From an optimization exercise on the open Yosys and OpenROAD flow, aimed at small area and a short achievable clock period; shortcuts taken in it are not production practice.
Power is estimated from default activity; no workload was simulated.

==> inputs of 04-22 <==
==> flow/design.v (excerpt) <==
module CannyEdge(dAddrRegRow, dAddrRegCol, bWE, bCE, InData, OutData,
	OPMode, bOPEnable, dReadReg, dWriteReg, clk, rst_b);
input  [2:0] dAddrRegRow, dAddrRegCol;
input        bWE, bCE;
input  [7:0] InData;
output [7:0] OutData;
reg    [7:0] OutData;
input  [2:0] OPMode;
input        bOPEnable;
input  [3:0] dReadReg, dWriteReg;
input        clk, rst_b;
reg [7:0] x [0:24];
reg [1:0] S;
reg       y6v;           
reg [1:0] y6c;           
reg [1:0] pd;            
reg [7:0] z1;            
reg [7:0] out_gf, out_grad, out_nms;
reg [1:0] out_dir;       
reg       out_bt;
wire wr = !bCE && !bWE;
wire rd = !bCE && bWE;
wire op = bCE && !bOPEnable;
wire op0 = op && S == 2'd0;
wire op1 = op && S == 2'd1;
wire op3 = op && S == 2'd3;
wire [4:0] rdec, cdec;
genvar gi;
generate for (gi = 0; gi < 5; gi = gi + 1) begin : g_dec
	assign rdec[gi] = dAddrRegRow == gi;
	assign cdec[gi] = dAddrRegCol == gi;
end endgenerate
wire [24:0] sel;
generate for (gi = 0; gi < 25; gi = gi + 1) begin : g_sel
	assign sel[gi] = rdec[gi/5] & cdec[gi%5];
end endgenerate
wire g1_1 = ~(~x[0][0] ^ x[1][0] ^ x[3][0]);
wire g1_2 = ~((~x[0][0] & ~x[1][0]) | (~x[3][0] & (~x[0][0] | ~x[1][0])));
wire g1_3 = ~(~x[4][0] ^ x[5][0] ^ ~x[6][0]);
wire g1_4 = ~((~x[4][0] & ~x[5][0]) | (x[6][0] & (~x[4][0] | ~x[5][0])));
wire g1_5 = ~(x[8][0] ^ x[9][0] ^ x[15][0]);
wire g1_6 = ~((x[8][0] & ~x[9][0]) | (~x[15][0] & (x[8][0] | ~x[9][0])));
wire g1_7 = ~(x[16][0] ^ ~x[18][0] ^ x[19][0]);
wire g1_8 = ~((x[16][0] & x[18][0]) | (~x[19][0] & (x[16][0] | x[18][0])));
wire g1_9 = ~(~x[20][0] ^ x[21][0] ^ x[23][0]);
wire g1_10 = ~((~x[20][0] & ~x[21][0]) | (~x[23][0] & (~x[20][0] | ~x[21][0])));
wire g1_11 = ~(~x[0][1] ^ x[1][1] ^ x[1][0]);
wire g1_12 = ~((~x[0][1] & ~x[1][1]) | (~x[1][0] & (~x[0][1] | ~x[1][1])));
wire g1_13 = ~(~x[3][1] ^ x[3][0] ^ x[4][1]);
wire g1_14 = ~((~x[3][1] & ~x[3][0]) | (~x[4][1] & (~x[3][1] | ~x[3][0])));
wire g1_15 = ~(~x[5][1] ^ x[5][0] ^ ~x[6][1]);
  ...
export LEC_CHECK = 0
export CAP_MARGIN = 20
export CORE_MARGIN = 2
export CORE_UTILIZATION = 55
export CTS_BUF_LIST = sky130_fd_sc_hd__clkbuf_8
export CTS_CLUSTER_DIAMETER = 60
export CTS_CLUSTER_SIZE = 12
export PLACE_DENSITY = 0.7
export SLEW_MARGIN = 20
create_clock -name core_clock -period 10.0 [get_ports {clk}]
standard.sh (not shown) runs the stock make flow with config.mk's settings and CLKGATE_MAP_FILE= SYNTH_SCRIPT=/design/flow/synth_recipe.tcl, a recipe that flattens the netlist after the stock synthesis.
==> flow/flow/run.sh <==
#!/bin/bash
# Standard layout with two changes:
#  - after the standard synthesis, flow/polarity.py removes inverters between
#    full adders (a full adder is self-dual, so an adder can be implemented in
#    its inverted form); registers and all other cells are untouched;
#  - timing repair aims at a setup slack margin of MARGIN ns, and the port
#    buffers are plain buffers instead of the delay cell buffer_ports picks.
set -euo pipefail
MARGIN=6
R=orfs/results/sky130hd/CannyEdge/base
bash standard.sh synth > log_synth.txt 2>&1
cp $R/1_2_yosys.v $R/1_2_yosys_std.v
python3 flow/polarity.py $R/1_2_yosys_std.v $R/1_2_yosys.v > log_polarity.txt 2>&1
rm -f $R/1_synth.odb $R/1_synth.sdc
bash standard.sh SETUP_SLACK_MARGIN=$MARGIN "BUFFER_PORTS_ARGS=-buffer_cell sky130_fd_sc_hd__buf_2" finish > log_finish.txt 2>&1
Other scripts of this flow, unchanged in this note and not shown: flow/flow/polarity.py
==> 02-21: changes against 04-22 <==
--- a/flow/design.v
+++ b/flow/design.v
@@ -925,22 +925,16 @@
 wire [3:0] pdz;    
 assign pdz[0] = nms_zero && pd == 2'd0;
 assign pdz[1] = nms_zero && pd == 2'd1;
 assign pdz[2] = nms_zero && pd == 2'd2;
 assign pdz[3] = nms_zero && pd == 2'd3;
-reg [7:0] xrow [0:4];
 reg [7:0] xsel;
-integer k, r;
+integer k;
 always @* begin
-	for (r = 0; r < 5; r = r + 1) begin
-		xrow[r] = 8'd0;
-		for (k = 0; k < 5; k = k + 1)
-			xrow[r] = xrow[r] | ({8{cdec[k]}} & x[r*5+k]);
-	end
 	xsel = 8'd0;
-	for (r = 0; r < 5; r = r + 1)
-		xsel = xsel | ({8{rdec[r]}} & xrow[r]);
+	for (k = 0; k < 25; k = k + 1)
+		xsel = xsel | ({8{sel[k]}} & x[k]);
 end
 wire hi6 = x[6] >= 8'd15;
 wire lo6 = x[6] <= 8'd10;
 wire bt = hi6 || (!lo6 && (xa >= 8'd15 || xb >= 8'd15 || za || zb));
 always @(posedge clk or negedge rst_b) begin
--- a/flow/flow/run.sh
+++ b/flow/flow/run.sh
@@ -4,11 +4,11 @@
 #    full adders (a full adder is self-dual, so an adder can be implemented in
 #    its inverted form); registers and all other cells are untouched;
 #  - timing repair aims at a setup slack margin of MARGIN ns, and the port
 #    buffers are plain buffers instead of the delay cell buffer_ports picks.
 set -euo pipefail
-MARGIN=6
+MARGIN=6.5
 R=orfs/results/sky130hd/CannyEdge/base
 bash standard.sh synth > log_synth.txt 2>&1
 cp $R/1_2_yosys.v $R/1_2_yosys_std.v
 python3 flow/polarity.py $R/1_2_yosys_std.v $R/1_2_yosys.v > log_polarity.txt 2>&1
 rm -f $R/1_synth.odb $R/1_synth.sdc
==> comparison table <==
metric	04-22	02-21
Run status	complete, no violations	complete, no violations
Launching element of the worst setup path	bOPEnable	x[0][6]
Insertion delay of the later-clocked pin in the worst-skew pair	670 ps	630 ps
Met1 track demand over resource in global routing	44.3%	52.6%
Comb pwr share	7.4%	6.0%
Slack of the worst reg-to-reg path	6090 ps	6230 ps
Synth-to-layout area growth	7.64%	17.5%
Post-route design area	26400 um^2	28500 um^2
R2R cell count	11	8
Syn_nets	2175	2180
Hold Crit Endpoint	out_dir[0]	pd[1]
Hold Slack	419 ps	425 ps
Number of ordinary inverters in the final layout	152	141
GRT Resource Usage Total	31.1%	39.8%
Die W	215 um	214 um
Headroom to the max-slew limit	31.5%	39.2%
Die area	46200 um^2	45800 um^2
Data arrival at the endpoint of the critical path	4290 ps	4120 ps
Number of violations reported at the end of detailed-routing iteration 0	1905	2336
Data-path buffer share of cell area in the final layout	1.66%	6.99%
Footprint of the multi-input gates	14000 um^2	14700 um^2
DR WL met2	31.5 mm	37.8 mm
Avg WL per Cell	29.6 um	36.5 um
Function was not checked in any run of this note: the RTL went through the layout flow alone.

==> what the ideal ports hide <==
The results above use ideal ports. As a check the final layouts listed here were re-extracted and re-timed, cells and wires unchanged.
Step 1 (the two cells are an assumption about what drives the block):
set clk [get_ports {clk}]
set_driving_cell -lib_cell sky130_fd_sc_hd__clkbuf_16 $clk
set_driving_cell -lib_cell sky130_fd_sc_hd__buf_2 [delete_from_list [all_inputs] $clk]
Step 2 moves the port delays by t, midway between the first and last clock arrival at a register: inputs arrive t later, outputs are due t later. That takes back most of the time a late clock gives input paths.
a / b / c = ideal / step 1 / step 2; a / b = the first two.
| run | t (ns) | slack for setup (ns) | worst hold slack (ns) |
|---|---|---|---|
| 04-22 | 0.681 | 5.957 / 5.989 / 5.307 | 0.419 / 0.419 / 0.419 |
| 02-21 | 0.661 | 6.227 / 6.227 / 5.868 | 0.425 / 0.425 / 0.425 |
After both steps setup and hold are still met in every run listed. The setup slack of 04-22, which loses most, moves by +0.032 ns with the drivers and by -0.650 ns with both steps.
